Context: an optimization exercise on an open-source flow, tuned for small area and a short achievable clock period. The choices shown serve that exercise and are no tape-out recipe.
Where RTL was checked, it was by simulation tests only, not by an equivalence proof against the original.
The clock port is modelled as an ideal driver, which makes a skipped or thinned clock tree look cheaper than it is; a real chip needs a root buffer or a tree.
Power is estimated from default activity; no workload was simulated.

==> flow/design.v (excerpt) <==
module fifo(
  input clk,
  input rst,
  input [7:0] buf_in,
  input wr_en,
  input rd_en,
  output reg [7:0] buf_out,
  output buf_empty,
  output reg buf_full,
  output [7:0] fifo_counter
);
==> flow/config.mk <==
export PLATFORM = sky130hd
export DESIGN_NAME = fifo
export DESIGN_NICKNAME = fifo
export VERILOG_FILES = /design/flow/design.v
export SDC_FILE = /design/flow/constraint.sdc
export NUM_CORES = 4
export LEC_CHECK = 0
export CAP_MARGIN = 20
export CORE_MARGIN = 2
export CORE_UTILIZATION = 70
export CTS_CLUSTER_DIAMETER = 80
export CTS_CLUSTER_SIZE = 30
export SETUP_SLACK_MARGIN = 2.0
export SLEW_MARGIN = 20
export SYNTH_HIERARCHICAL = 1
export SYNTH_MINIMUM_KEEP_SIZE = 0
==> flow/constraint.sdc <==
create_clock -name core_clock -period 4.0 [get_ports {clk}]
set_input_delay 0.8000 -clock core_clock [delete_from_list [all_inputs] [get_ports {clk}]]
set_output_delay 0.8000 -clock core_clock [all_outputs]
set_load 0.01 [all_outputs]
standard.sh (not shown) runs the stock make flow with config.mk's settings and CLKGATE_MAP_FILE= SYNTH_SCRIPT=/design/flow/synth_recipe.tcl, a recipe that flattens the netlist after the stock synthesis.
==> flow/flow/run.sh <==
#!/bin/bash
# Standard ORFS layout with three changes to how it is made:
#  - ports are buffered with buf_2 cells instead of the slow delay-cell default
#  - CTS clusters 30 sinks within 80 um and inserts no dummy loads
# Every tool's output goes to a log file of its own in this folder.
set -euo pipefail
export BUFFER_PORTS_ARGS="-buffer_cell sky130_fd_sc_hd__buf_2"
export CTS_ARGS="-sink_clustering_enable -repair_clock_nets -sink_clustering_size 30 -sink_clustering_max_diameter 80 -dont_use_dummy_load"
bash standard.sh > standard.log 2>&1
The starting point completed without violations.
Change:
--- a/flow/config.mk
+++ b/flow/config.mk
@@ -13 +13 @@
-export SETUP_SLACK_MARGIN = 2.0
+export SETUP_SLACK_MARGIN = 2.2
=> Worst setup slack improves by 0.0096 ns; critical path depth stays the same; count of clock-buffer cells in the layout does not change; worst hold slack degrades by 0.053 ns; cell area went up by a few percent; global-route usage went up by 0.73 points; routed wire length went up by a few percent.
Change:
==> flow/run.sh (new file) <==
#!/bin/bash
# synth_recipe.tcl (not shown) runs the flow's synth.tcl, then flattens the netlist and writes it again
# the make line also repeats each setting of config.mk as NAME=value (left out here)
make -C /OpenROAD-flow-scripts/flow DESIGN_CONFIG=/design/flow/config.mk WORK_HOME=/design/flow/orfs CLKGATE_MAP_FILE= SYNTH_SCRIPT=/design/flow/synth_recipe.tcl finish
--- a/flow/config.mk
+++ b/flow/config.mk
@@ -10 +10 @@
-export CORE_UTILIZATION = 70
+export CORE_UTILIZATION = 60
@@ -13 +13 @@
-export SETUP_SLACK_MARGIN = 2.2
+export SETUP_SLACK_MARGIN = 1.9
removed: flow/flow/run.sh
removed: flow/standard.sh
The new run passed the timing, design-rule and antenna checks.
Final cell count went up by 1.7%.
Clock-buffer cell count went up by 10.
Die area went up by 16%.
Core utilization went down by 16 points.
Total power went up by 4.3%.
Cell area went down by 6.0%.
Via count went down by 7.7%.
Synthesized cell count is unchanged.
Worst hold slack improved by 0.11 ns.
Setup slack got worse by 0.070 ns.
Non-clock buffer count went down by 55.
Function was not checked in any run of this note: the RTL went through the layout flow alone.

* * *

Setup of harbor:
Another version of the RTL of fifo (not shown whole).
For scale: roughly 30 I/O pins, about 0.020 mm² of cells after synthesis.
Settings: LEC_CHECK=0, CAP_MARGIN=20, CORE_MARGIN=2, CORE_UTILIZATION=60, CTS_CLUSTER_DIAMETER=80, CTS_CLUSTER_SIZE=30, SETUP_SLACK_MARGIN=2.35, SLEW_MARGIN=20, SYNTH_HIERARCHICAL=1, SYNTH_MINIMUM_KEEP_SIZE=0; clock period 4.0 ns.
==> flow/flow/run.sh <==
#!/bin/bash
# Standard ORFS layout (the standard.sh) with these changes to how it is made:
#  - ports are buffered with buf_2 cells instead of the slow delay-cell default
#  - the clock tree is flow/my_cts.tcl's (built in place of TritonCTS through
#    ORFS's PRE_CTS_TCL hook): 32 equal clusters of flip-flops, each under a
#    clkbuf_8, grouped by quadrant under 4 clkbuf_16 that the clock port drives
#  - after the timing repair in CTS and in global routing, flow/downsize.tcl
#    swaps each cell for the smallest drive strength that keeps the worst
#    setup slack, and repair_design then restores the slew and cap margins
# Each ORFS step writes its full log under orfs/logs; make's output goes to standard.log.
set -euo pipefail
export BUFFER_PORTS_ARGS="-buffer_cell sky130_fd_sc_hd__buf_2"
export PRE_CTS_TCL="$PWD/flow/pre_cts.tcl"
export POST_CTS_TCL="$PWD/flow/post_cts.tcl"
export POST_GLOBAL_ROUTE_TCL="$PWD/flow/post_grt.tcl"
bash standard.sh > standard.log 2>&1
==> flow/flow/downsize.tcl <==
# Area recovery: visit every logic cell, largest first, and swap it for the
# smallest cell of the same function (same name stem, other drive strength)
# that keeps the worst setup slack and adds no slew or capacitance
# violation. Clock-tree cells and flip-flops are left alone.
proc dn_area {} {
  set a 0
  foreach i [[ord::get_db_block] getInsts] {
    set n [[$i getMaster] getName]
    if {[string match *tapvpwr* $n] || [string match *fill* $n] || [string match *decap* $n]} continue
    set a [expr {$a + [[$i getMaster] getArea] / 1e6}]
  }
  return $a
}

# Cell swaps invalidate the wire parasitics of the nets they touch, so
# every swap is followed by a fresh placement-based estimate.
proc dn_update {} {
  estimate_parasitics -placement
}

proc dn_run {{eps 0.001} {period 0}} {
  dn_update
  set db [ord::get_db]
  set block [ord::get_db_block]
  # group library cells by stem
  set stems [dict create]
  foreach lib [$db getLibs] {
    foreach m [$lib getMasters] {
      set n [$m getName]
      if {[regexp {^(sky130_fd_sc_hd__[a-z0-9]+)_([0-9]+)$} $n -> stem sz]} {
        if {[llength [get_lib_cells -quiet $n]] == 0} continue
        if {[get_property [get_lib_cells $n] dont_use]} continue
        dict lappend stems $stem [list [$m getArea] $n]
      }
    }
  }
  set wns0 [worst_slack -max]
  set slew0 [sta::max_slew_violation_count]
  set cap0 [sta::max_capacitance_violation_count]
  set limit [expr {$wns0 - $eps}]
  set a0 [dn_area]
  set insts {}
  foreach i [$block getInsts] {
    set m [$i getMaster]
    set n [$m getName]
    if {![regexp {^(sky130_fd_sc_hd__[a-z0-9]+)_([0-9]+)$} $n -> stem sz]} continue
    if {[string match sky130_fd_sc_hd__clk* $n] || [string match sky130_fd_sc_hd__df* $n] || [string match sky130_fd_sc_hd__edf* $n]} continue
    if {[string match *tapvpwr* $n] || [string match *fill* $n] || [string match *decap* $n] || [string match *conb* $n]} continue
    if {[$i isDoNotTouch]} continue
    set onclk 0
    foreach it [$i getITerms] {
      set net [$it getNet]
      if {$net != "NULL" && [$net getSigType] == "CLOCK"} { set onclk 1 }
    }
    if {$onclk} continue
    lappend insts [list [$m getArea] [$i getName] $stem $n]
  }
  set changed 0
  set a_cur $a0
  set w_cur $wns0
  foreach rec [lsort -integer -decreasing -index 0 $insts] {
    lassign $rec area name stem cur
    if {![dict exists $stems $stem]} continue
    set cands [lsort -integer -index 0 [dict get $stems $stem]]
    foreach c $cands {
      lassign $c carea cname
      if {$carea >= $area} break
      replace_cell $name $cname
      dn_update
      set w [worst_slack -max]
      if {$period > 0} {
        set a_new [expr {$a_cur - ($area - $carea) / 1e6}]
        set ok [expr {$a_new * ($period - $w) <= $a_cur * ($period - $w_cur)}]
      } else {
        set ok [expr {$w >= $limit}]
      }
      if {$ok && [sta::max_slew_violation_count] <= $slew0 && [sta::max_capacitance_violation_count] <= $cap0} {
        if {$period > 0} { set a_cur $a_new; set w_cur $w }
        incr changed
        set area -1
        break
      }
      replace_cell $name $cur
      dn_update
    }
  }
  puts "downsize: $changed cells smaller, area [format %.1f $a0] -> [format %.1f [dn_area]], wns [format %.4f $wns0] -> [format %.4f [worst_slack -max]]"
}
==> flow/flow/post_cts.tcl <==
# Sourced by ORFS's cts.tcl after its timing repair: recover the area of
# cells the repair made larger than the worst slack needs, then repair any
# slew or capacitance limit with ORFS's margins, and legalise.
source [file join [file dirname [info script]] downsize.tcl]
dn_run 0.001 4.0
repair_design -slew_margin $::env(SLEW_MARGIN) -cap_margin $::env(CAP_MARGIN) -match_cell_footprint
detailed_placement
check_placement -verbose
==> flow/flow/post_grt.tcl <==
# Sourced by ORFS's global_route.tcl after its timing repair: the same area
# recovery as after CTS (on placement-based parasitics), then the nets are
# rerouted and slew and capacitance limits repaired on global-routing
# parasitics, and the route guides rewritten.
source [file join [file dirname [info script]] downsize.tcl]
global_route -start_incremental
dn_run 0.001 4.0
detailed_placement
global_route -end_incremental
estimate_parasitics -global_routing
global_route -start_incremental
repair_design -slew_margin $::env(SLEW_MARGIN) -cap_margin $::env(CAP_MARGIN) -match_cell_footprint
detailed_placement
global_route -end_incremental
estimate_parasitics -global_routing
check_placement -verbose
puts "post_grt: wns [worst_slack -max] slew violations [sta::max_slew_violation_count] cap violations [sta::max_capacitance_violation_count]"
write_guides $::env(RESULTS_DIR)/route.guide
Other scripts of this flow, unchanged in this note and not shown: flow/flow/my_cts.tcl, flow/flow/pre_cts.tcl
Input-level comparison between cedar and harbor:
- a change of CORE_UTILIZATION from 60 to 65
diff --git a/flow/flow/run.sh b/flow/flow/run.sh
--- a/flow/flow/run.sh
+++ b/flow/flow/run.sh
@@ -6,6 +6,7 @@
 #    clkbuf_8, grouped by quadrant under 4 clkbuf_16 that the clock port drives
 #  - after the timing repair in CTS and in global routing, flow/downsize.tcl
-#    swaps each cell for the smallest drive strength that keeps the worst
-#    setup slack, and repair_design then restores the slew and cap margins
+#    swaps each cell for the smallest drive strength that does not raise
+#    area x (4 ns - worst setup slack), and repair_design then restores the
+#    slew and cap margins
 # Each ORFS step writes its full log under orfs/logs; make's output goes to standard.log.
 set -euo pipefail
diff --git a/flow/flow/downsize.tcl b/flow/flow/downsize.tcl
--- a/flow/flow/downsize.tcl
+++ b/flow/flow/downsize.tcl
@@ -1,6 +1,2 @@
-# Area recovery: visit every logic cell, largest first, and swap it for the
-# smallest cell of the same function (same name stem, other drive strength)
-# that keeps the worst setup slack and adds no slew or capacitance
-# violation. Clock-tree cells and flip-flops are left alone.
 proc dn_area {} {
   set a 0
==> flow/flow/post_cts.tcl <==
source [file join [file dirname [info script]] downsize.tcl]
dn_run 0.001 4.0
repair_design -slew_margin $::env(SLEW_MARGIN) -cap_margin $::env(CAP_MARGIN) -match_cell_footprint
detailed_placement
check_placement -verbose
Notes after the runs:
Having completed the whole flow, cedar delivered a layout that passed the timing, design-rule and antenna checks. From harbor to cedar the numbers moved as follows: area of the die down about 7.5%, synthesized instance count flat. [compare] base=harbor new=cedar: effective utilization at floorplan rose 5.5 points, detail-routed via count per cell rose 4.0%, die boundary width fell about 4%, global-route wire length before repair fell 3400 µm, hold slack rose 0.070 ns. Comparing final worst-path cycle share for cedar and harbor, the bigger number came from cedar. Relative to harbor, share of the core filled with cells in the final layout has increased by 5.8 points in cedar. The final instance area of cedar was superior to that of harbor.
#### Input delta (onyx over cedar)
- changing CORE_UTILIZATION from 65 to 60
diff --git a/flow/flow/run.sh b/flow/flow/run.sh
--- a/flow/flow/run.sh
+++ b/flow/flow/run.sh
@@ -6,7 +6,6 @@
 #    clkbuf_8, grouped by quadrant under 4 clkbuf_16 that the clock port drives
 #  - after the timing repair in CTS and in global routing, flow/downsize.tcl
-#    swaps each cell for the smallest drive strength that does not raise
-#    area x (4 ns - worst setup slack), and repair_design then restores the
-#    slew and cap margins
+#    swaps each cell for the smallest drive strength that keeps the worst
+#    setup slack, and repair_design then restores the slew and cap margins
 # Each ORFS step writes its full log under orfs/logs; make's output goes to standard.log.
 set -euo pipefail
diff --git a/flow/flow/downsize.tcl b/flow/flow/downsize.tcl
--- a/flow/flow/downsize.tcl
+++ b/flow/flow/downsize.tcl
@@ -1,2 +1,6 @@
+# Area recovery: visit every logic cell, largest first, and swap it for the
+# smallest cell of the same function (same name stem, other drive strength)
+# that keeps the worst setup slack and adds no slew or capacitance
+# violation. Clock-tree cells and flip-flops are left alone.
 proc dn_area {} {
   set a 0
@@ -15,5 +19,5 @@
 }
 
-proc dn_run {{eps 0.001} {period 0}} {
+proc dn_run {{eps 0.001}} {
   dn_update
   set db [ord::get_db]
@@ -53,6 +57,4 @@
   }
   set changed 0
-  set a_cur $a0
-  set w_cur $wns0
   foreach rec [lsort -integer -decreasing -index 0 $insts] {
     lassign $rec area name stem cur
@@ -64,13 +66,5 @@
       replace_cell $name $cname
       dn_update
-      set w [worst_slack -max]
-      if {$period > 0} {
-        set a_new [expr {$a_cur - ($area - $carea) / 1e6}]
-        set ok [expr {$a_new * ($period - $w) <= $a_cur * ($period - $w_cur)}]
-      } else {
-        set ok [expr {$w >= $limit}]
-      }
-      if {$ok && [sta::max_slew_violation_count] <= $slew0 && [sta::max_capacitance_violation_count] <= $cap0} {
-        if {$period > 0} { set a_cur $a_new; set w_cur $w }
+      if {[worst_slack -max] >= $limit && [sta::max_slew_violation_count] <= $slew0 && [sta::max_capacitance_violation_count] <= $cap0} {
         incr changed
         set area -1
==> flow/flow/post_cts.tcl <==
# Sourced by ORFS's cts.tcl after its timing repair: recover the area of
# cells the repair made larger than the worst slack needs, then repair any
# slew or capacitance limit with ORFS's margins, and legalise.
source [file join [file dirname [info script]] downsize.tcl]
dn_run
repair_design -slew_margin $::env(SLEW_MARGIN) -cap_margin $::env(CAP_MARGIN) -match_cell_footprint
detailed_placement
check_placement -verbose
==> flow/flow/post_grt.tcl <==
# Sourced by ORFS's global_route.tcl after its timing repair: only report.
puts "post_grt: wns [worst_slack -max] slew violations [sta::max_slew_violation_count] cap violations [sta::max_capacitance_violation_count]"
[summary]
onyx vs cedar — met2 wire length rose 1200 µm. onyx completed end to end with timing, DRC and antenna clean. onyx: final period utilization is 2.3 points lower than what cedar reported. Number of global-route vias before repair: onyx vs cedar — no meaningful difference. Of onyx and cedar, the higher worst setup slack belongs to onyx. Going from cedar to onyx, sequential group share of total power shrinks by 0.7 points. Taking cedar as the reference point, the die area of onyx rises by 8.1%. Going from cedar to onyx, final standard cell area without fillers increased by about 5.6% relative to the old numbers, global-route wire length before repair went up 4.4%.
Modified inputs, garnet compared to onyx
- PLACE_DENSITY now 0.75, previously not set
==> flow/flow/post_grt.tcl <==
# Sourced by ORFS's global_route.tcl after its timing repair: the same area
# recovery as after CTS (on placement-based parasitics), then the nets are
# rerouted and slew and capacitance limits repaired on global-routing
# parasitics, and the route guides rewritten.
source [file join [file dirname [info script]] downsize.tcl]
global_route -start_incremental
dn_run
detailed_placement
global_route -end_incremental
estimate_parasitics -global_routing
global_route -start_incremental
repair_design -slew_margin $::env(SLEW_MARGIN) -cap_margin $::env(CAP_MARGIN) -match_cell_footprint
detailed_placement
global_route -end_incremental
estimate_parasitics -global_routing
check_placement -verbose
puts "post_grt: wns [worst_slack -max] slew violations [sta::max_slew_violation_count] cap violations [sta::max_capacitance_violation_count]"
write_guides $::env(RESULTS_DIR)/route.guide
## What came out
Across onyx and garnet, none had a timing, DRC or antenna violation.
Relative to onyx, sequential share of layout area has gone up in garnet.
Taking onyx as the reference point, the sequential cell fraction of total power of garnet rises by 1.1 points.
Comparing the two runs side by side, garnet comes out ahead of onyx on switching power total.
In garnet relative to onyx, power density relative to cell area had gone up by a few percent.
Of the two values seen for critical path endpoint, buf_out[7] was produced by garnet and buf_out[3] by onyx.
In every run of this note, the design's own scripts or RTL, not TritonCTS, make the clock network.

-- what the ideal ports hide --
The flow's constraints put no driver on any port. The routed layouts listed below were extracted and timed again, unchanged, in two steps.
Step 1 (the two cells are an assumption about what drives the block):
set clk [get_ports {clk}]
set_driving_cell -lib_cell sky130_fd_sc_hd__clkbuf_16 $clk
set_driving_cell -lib_cell sky130_fd_sc_hd__buf_2 [delete_from_list [all_inputs] $clk]
Step 2, shift: input delay + t, output delay - t, t = (earliest + latest rising clock arrival at the registers) / 2. This alone moves slack from input paths to output paths.
Slacks: ideal ports / drivers / drivers and shift; pairs: ideal ports / drivers.
run	t (ns)	setup WS [ns]	hold WS [ns]	slew at the worst register clock pin (ns)	cell pins on the clock port's net
the first run of note 1	0.604	1.913 / 1.913 / 1.352	0.465 / 0.431 / 0.564	0.11 / 0.11	1
the second run of note 1	0.611	1.923 / 1.923 / 1.610	0.412 / 0.375 / 0.533	0.11 / 0.11	1
the third run of note 1	0.638	1.853 / 1.853 / 1.365	0.519 / 0.519 / 0.519	0.11 / 0.11	1
harbor	0.466	2.144 / 2.113 / 1.824	0.460 / 0.353 / 0.555	0.11 / 0.11	4
cedar	0.459	2.076 / 2.076 / 1.785	0.529 / 0.528 / 0.529	0.11 / 0.11	4
onyx	0.466	2.169 / 2.116 / 1.956	0.459 / 0.353 / 0.560	0.11 / 0.11	4
garnet	0.457	2.024 / 2.024 / 1.747	0.405 / 0.309 / 0.561	0.11 / 0.11	4
After both steps every run listed still meets setup and hold. The setup slack of the first run of note 1, which loses most, moves by 0.000 ns with the drivers and by -0.561 ns with both steps.
